Context: an optimization exercise on an open-source flow, tuned for small area, a short achievable clock period and few clock cycles. The choices shown serve that exercise and are no tape-out recipe.
Where RTL was checked, it was by simulation tests only, not by an equivalence proof against the original.

Setup of main:
==> flow/design.v <==
module divider (
    input div_clk, reset,
    input div,
    input div_signed,
    input [31:0] x, y,
    input use_mod,
    output [31:0] div_result,
    output div_ok
);
    localparam IDLE = 2'd0, NORM = 2'd1, ITER = 2'd2, DONE = 2'd3;
    reg  [1:0]  state;
    reg         done;
    reg  [32:0] V;       
    reg  [32:0] D;       
    reg  [31:0] A;       
    reg  [4:0]  cnt;
    reg         xneg, qneg, mod, sub;
    assign div_ok     = done;
    assign div_result = mod ? V[31:0] : A;
    wire        sx = div_signed & x[31];
    wire        sy = div_signed & y[31];
    wire [5:0]  xz_in, yz_in;
    wire        xall0, yall0;
    lzc32 lzx (.a(x ^ {32{sx}}), .z(xz_in), .all0(xall0));
    lzc32 lzy (.a(y ^ {32{sy}}), .z(yz_in), .all0(yall0));
    wire        xp_in = sx & ~|(~x[31:1] & x[30:0]);
    wire        yp_in = sy & ~|(~y[31:1] & y[30:0]);
    reg  [5:0]  ncx, cy;                      
    wire [6:0]  dd = {1'b0, cy} + {1'b1, ncx} + 7'd1;   
    wire        trivial = dd[6] | cy[5];      
    wire [32:0] s1  = dd[0] ? {D[31:0],   sub}        : D;
    wire [32:0] s2  = dd[1] ? {s1[30:0],  {2{sub}}}   : s1;
    wire [32:0] s3  = dd[2] ? {s2[28:0],  {4{sub}}}   : s2;
    wire [32:0] s4  = dd[3] ? {s3[24:0],  {8{sub}}}   : s3;
    wire [32:0] Dsh = dd[4] ? {s4[16:0],  {16{sub}}}  : s4;
    wire        msb_lt;
    msb_less lt (.a(x ^ {32{sx}}), .b(y ^ {32{sy}}), .lt(msb_lt));
    wire        fast = msb_lt & ~xp_in;
    wire [33:0] Tc = {V, 1'b1} + {D, sub};
    wire [32:0] T = Tc[33:1];
    wire [32:0] zs = (V ^ D) ^ {(V[31:0] | D[31:0]), 1'b0};
    wire        Z  = sub ? (V == ~D) : ~|zs;
    wire        acc = xneg ? (T[32] | Z) : ~T[32];
    always @(posedge div_clk) begin
        if (reset) begin
            state <= IDLE;
            done  <= 1'b0;
        end else begin
            case (state)
                IDLE: if (div) begin
                          if (fast) begin
                              state <= DONE;
                              done  <= 1'b1;
                          end else
                              state <= NORM;
                      end
                NORM: if (trivial) begin
                          state <= DONE;
                          done  <= 1'b1;
                      end else
                          state <= ITER;
                ITER: if (cnt == 5'd0) begin
                          state <= DONE;
                          done  <= 1'b1;
                      end
                DONE: begin
                          state <= IDLE;
                          done  <= 1'b0;
                      end
            endcase
        end
    end
    always @(posedge div_clk) begin
        case (state)
            IDLE: begin
                V    <= {div_signed & x[31], x};
                D    <= {div_signed & y[31], y} ^ {33{~(div_signed & (x[31] ^ y[31]))}};
                xneg <= div_signed & x[31];
                qneg <= div_signed & (x[31] ^ y[31]);
                sub  <= ~(div_signed & (x[31] ^ y[31]));
                mod  <= use_mod;
                ncx  <= ~(xz_in - {5'd0, xp_in});
                cy   <= yz_in - {5'd0, yp_in};
                A    <= 32'd0;
            end
            NORM: begin
                if (qneg & acc) V <= T;
                qneg <= qneg & acc;
                A    <= {32{qneg & acc}};
                D   <= Dsh;
                cnt <= dd[4:0];
            end
            ITER: begin
                if (acc) V <= T;
                D <= {D[32], D[32:1]};
                A <= {A[30:0], acc ^ qneg};
                cnt <= cnt - 5'd1;
            end
            default: ;
        endcase
    end
endmodule
module lzc32 (
    input  [31:0] a,
    output [5:0]  z,
    output        all0
);
    wire [15:0] v1; wire [15:0] c1;           
    wire [7:0]  v2; wire [15:0] c2;           
    wire [3:0]  v3; wire [11:0] c3;           
    wire [1:0]  v4; wire [7:0]  c4;           
    genvar i;
    generate
        for (i = 0; i < 16; i = i + 1) begin : g1
            assign v1[i] = a[2*i+1] | a[2*i];
            assign c1[i] = ~a[2*i+1];
        end
        for (i = 0; i < 8; i = i + 1) begin : g2
            assign v2[i] = v1[2*i+1] | v1[2*i];
            assign c2[2*i+1:2*i] = v1[2*i+1] ? {1'b0, c1[2*i+1]} : {1'b1, c1[2*i]};
        end
        for (i = 0; i < 4; i = i + 1) begin : g3
            assign v3[i] = v2[2*i+1] | v2[2*i];
            assign c3[3*i+2:3*i] = v2[2*i+1] ? {1'b0, c2[4*i+3:4*i+2]} : {1'b1, c2[4*i+1:4*i]};
        end
        for (i = 0; i < 2; i = i + 1) begin : g4
            assign v4[i] = v3[2*i+1] | v3[2*i];
            assign c4[4*i+3:4*i] = v3[2*i+1] ? {1'b0, c3[6*i+5:6*i+3]} : {1'b1, c3[6*i+2:6*i]};
        end
    endgenerate
    assign all0 = ~(v4[1] | v4[0]);
    assign z = all0 ? 6'd32 : (v4[1] ? {2'b00, c4[7:4]} : {2'b01, c4[3:0]});
endmodule
module msb_less (
    input  [31:0] a, b,
    output        lt
);
    wire [15:0] a1, b1, l1;
    wire [7:0]  a2, b2, l2;
    wire [3:0]  a3, b3, l3;
    wire [1:0]  a4, b4, l4;
    genvar i;
    generate
        for (i = 0; i < 16; i = i + 1) begin : g1
            assign a1[i] = a[2*i+1] | a[2*i];
            assign b1[i] = b[2*i+1] | b[2*i];
            assign l1[i] = (a[2*i+1] | b[2*i+1]) ? ~a[2*i+1] : (b[2*i] & ~a[2*i]);
        end
        for (i = 0; i < 8; i = i + 1) begin : g2
            assign a2[i] = a1[2*i+1] | a1[2*i];
            assign b2[i] = b1[2*i+1] | b1[2*i];
            assign l2[i] = (a1[2*i+1] | b1[2*i+1]) ? l1[2*i+1] : l1[2*i];
        end
        for (i = 0; i < 4; i = i + 1) begin : g3
            assign a3[i] = a2[2*i+1] | a2[2*i];
            assign b3[i] = b2[2*i+1] | b2[2*i];
            assign l3[i] = (a2[2*i+1] | b2[2*i+1]) ? l2[2*i+1] : l2[2*i];
        end
        for (i = 0; i < 2; i = i + 1) begin : g4
            assign a4[i] = a3[2*i+1] | a3[2*i];
            assign b4[i] = b3[2*i+1] | b3[2*i];
            assign l4[i] = (a3[2*i+1] | b3[2*i+1]) ? l3[2*i+1] : l3[2*i];
        end
    endgenerate
    assign lt = (a4[1] | b4[1]) ? l4[1] : l4[0];
endmodule
clock: 8.0 ns
lec_check: 0
abc_area: 1
cap_margin: 20
core_margin: 2
core_utilization: 40
setup_slack_margin: 4.5
slew_margin: 20
run.sh (not shown) runs the stock make flow with config.mk's settings and CLKGATE_MAP_FILE= SYNTH_SCRIPT=/design/flow/synth_recipe.tcl, a recipe that flattens the netlist after the stock synthesis.
[inputs] the feature branch vs main
diff --git a/flow/design.v b/flow/design.v
--- a/flow/design.v
+++ b/flow/design.v
@@ -12,31 +12,29 @@
     reg         done;
     reg  [32:0] V;       
     reg  [32:0] D;       
     reg  [31:0] A;       
-    reg  [4:0]  cnt;
     reg         xneg, qneg, mod, sub;
     assign div_ok     = done;
     assign div_result = mod ? V[31:0] : A;
     wire        sx = div_signed & x[31];
     wire        sy = div_signed & y[31];
+    wire [31:0] xu = sx ? {~x[30:0], 1'b1} : x;
+    wire [31:0] yu = sy ? {~y[31:1], 1'b1} : y;      
     wire [5:0]  xz_in, yz_in;
     wire        xall0, yall0;
-    lzc32 lzx (.a(x ^ {32{sx}}), .z(xz_in), .all0(xall0));
-    lzc32 lzy (.a(y ^ {32{sy}}), .z(yz_in), .all0(yall0));
-    wire        xp_in = sx & ~|(~x[31:1] & x[30:0]);
-    wire        yp_in = sy & ~|(~y[31:1] & y[30:0]);
-    reg  [5:0]  ncx, cy;                      
+    lzc32 lzx (.a(xu), .z(xz_in), .all0(xall0));
+    lzc32 lzy (.a(yu), .z(yz_in), .all0(yall0));
+    reg  [5:0]  ncx, cy;   
     wire [6:0]  dd = {1'b0, cy} + {1'b1, ncx} + 7'd1;   
     wire        trivial = dd[6] | cy[5];      
     wire [32:0] s1  = dd[0] ? {D[31:0],   sub}        : D;
     wire [32:0] s2  = dd[1] ? {s1[30:0],  {2{sub}}}   : s1;
     wire [32:0] s3  = dd[2] ? {s2[28:0],  {4{sub}}}   : s2;
     wire [32:0] s4  = dd[3] ? {s3[24:0],  {8{sub}}}   : s3;
     wire [32:0] Dsh = dd[4] ? {s4[16:0],  {16{sub}}}  : s4;
-    wire        msb_lt;
-    msb_less lt (.a(x ^ {32{sx}}), .b(y ^ {32{sy}}), .lt(msb_lt));
-    wire        fast = msb_lt & ~xp_in;
+    wire        fast;
+    msb_less lt (.a(xu), .b(yu), .lt(fast));
     wire [33:0] Tc = {V, 1'b1} + {D, sub};
     wire [32:0] T = Tc[33:1];
     wire [32:0] zs = (V ^ D) ^ {(V[31:0] | D[31:0]), 1'b0};
     wire        Z  = sub ? (V == ~D) : ~|zs;
@@ -58,9 +56,9 @@
                           state <= DONE;
                           done  <= 1'b1;
                       end else
                           state <= ITER;
-                ITER: if (cnt == 5'd0) begin
+                ITER: if (cy[4:0] == 5'd0) begin
                           state <= DONE;
                           done  <= 1'b1;
                       end
                 DONE: begin
@@ -78,24 +76,24 @@
                 xneg <= div_signed & x[31];
                 qneg <= div_signed & (x[31] ^ y[31]);
                 sub  <= ~(div_signed & (x[31] ^ y[31]));
                 mod  <= use_mod;
-                ncx  <= ~(xz_in - {5'd0, xp_in});
-                cy   <= yz_in - {5'd0, yp_in};
+                ncx  <= ~xz_in;
+                cy   <= yz_in;
                 A    <= 32'd0;
             end
             NORM: begin
                 if (qneg & acc) V <= T;
                 qneg <= qneg & acc;
                 A    <= {32{qneg & acc}};
                 D   <= Dsh;
-                cnt <= dd[4:0];
+                cy  <= {1'b0, dd[4:0]};
             end
             ITER: begin
                 if (acc) V <= T;
                 D <= {D[32], D[32:1]};
                 A <= {A[30:0], acc ^ qneg};
-                cnt <= cnt - 5'd1;
+                cy  <= cy - 6'd1;
             end
             default: ;
         endcase
     end
## What came out
- Routed wire length on the feature branch is ahead of main.
- On the feature branch: data arrival at the endpoint of the critical path is 1.92 ns lower than what main gave.
- The feature branch -> main: share of synthesized cell area in full adder, half adder and majority cells flat
- Higher period utilization was reported by main, not the feature branch.
- Routed length on met3: main and the feature branch compared, higher one is main
- Compared with main, the feature branch shows a final cell count that is 268 lower.
- Looking at area inside the core boundary, the feature branch sits about 7% below main.
- The feature branch: routed via count lower than main
- The share of final layout cell area taken by non-clock buffers of the feature branch is lower than that of main.
- Setup slack: the feature branch > main
- Compared with main, in the feature branch number of placed I/O pins level, share of cells above drive strength 1 moved down, post-synthesis share of cell area spent on xor and xnor gates moved down.
Testbench counts of the feature branch, summed over its fixed seeds: cycles 30,551.
No functional check of the RTL was part of main.

## what the ideal ports hide
Ports are ideal in the flow. The routed layouts listed here were re-timed in OpenROAD. Step 1 assumes that a clkbuf_16 drives the clock port and a buf_2 every other input. Step 2 times the ports against the registers' clock, not the clock port: input delays grow and output delays shrink by t, the midpoint of the rising clock arrivals with the driver on. a / b / c = ideal / step 1 / step 2; a / b = the first two.
| run | shift t [ns] | setup slack, ns | worst setup path after step 2 | latest minus earliest clock arrival (ns) | slew at the worst register clock pin (ns) |
|---|---|---|---|---|---|
| main | 0.496 | 4.431 / 4.458 / 3.962 | input to register | 0.012 / 0.012 | 0.07 / 0.07 |
| the feature branch | 0.489 | 4.555 / 4.501 / 4.182 | input to register | 0.014 / 0.014 | 0.06 / 0.06 |
After both steps every run listed still meets setup and hold. For main, which loses most, drivers alone change the setup slack by +0.027 ns; drivers and shift together by -0.469 ns.
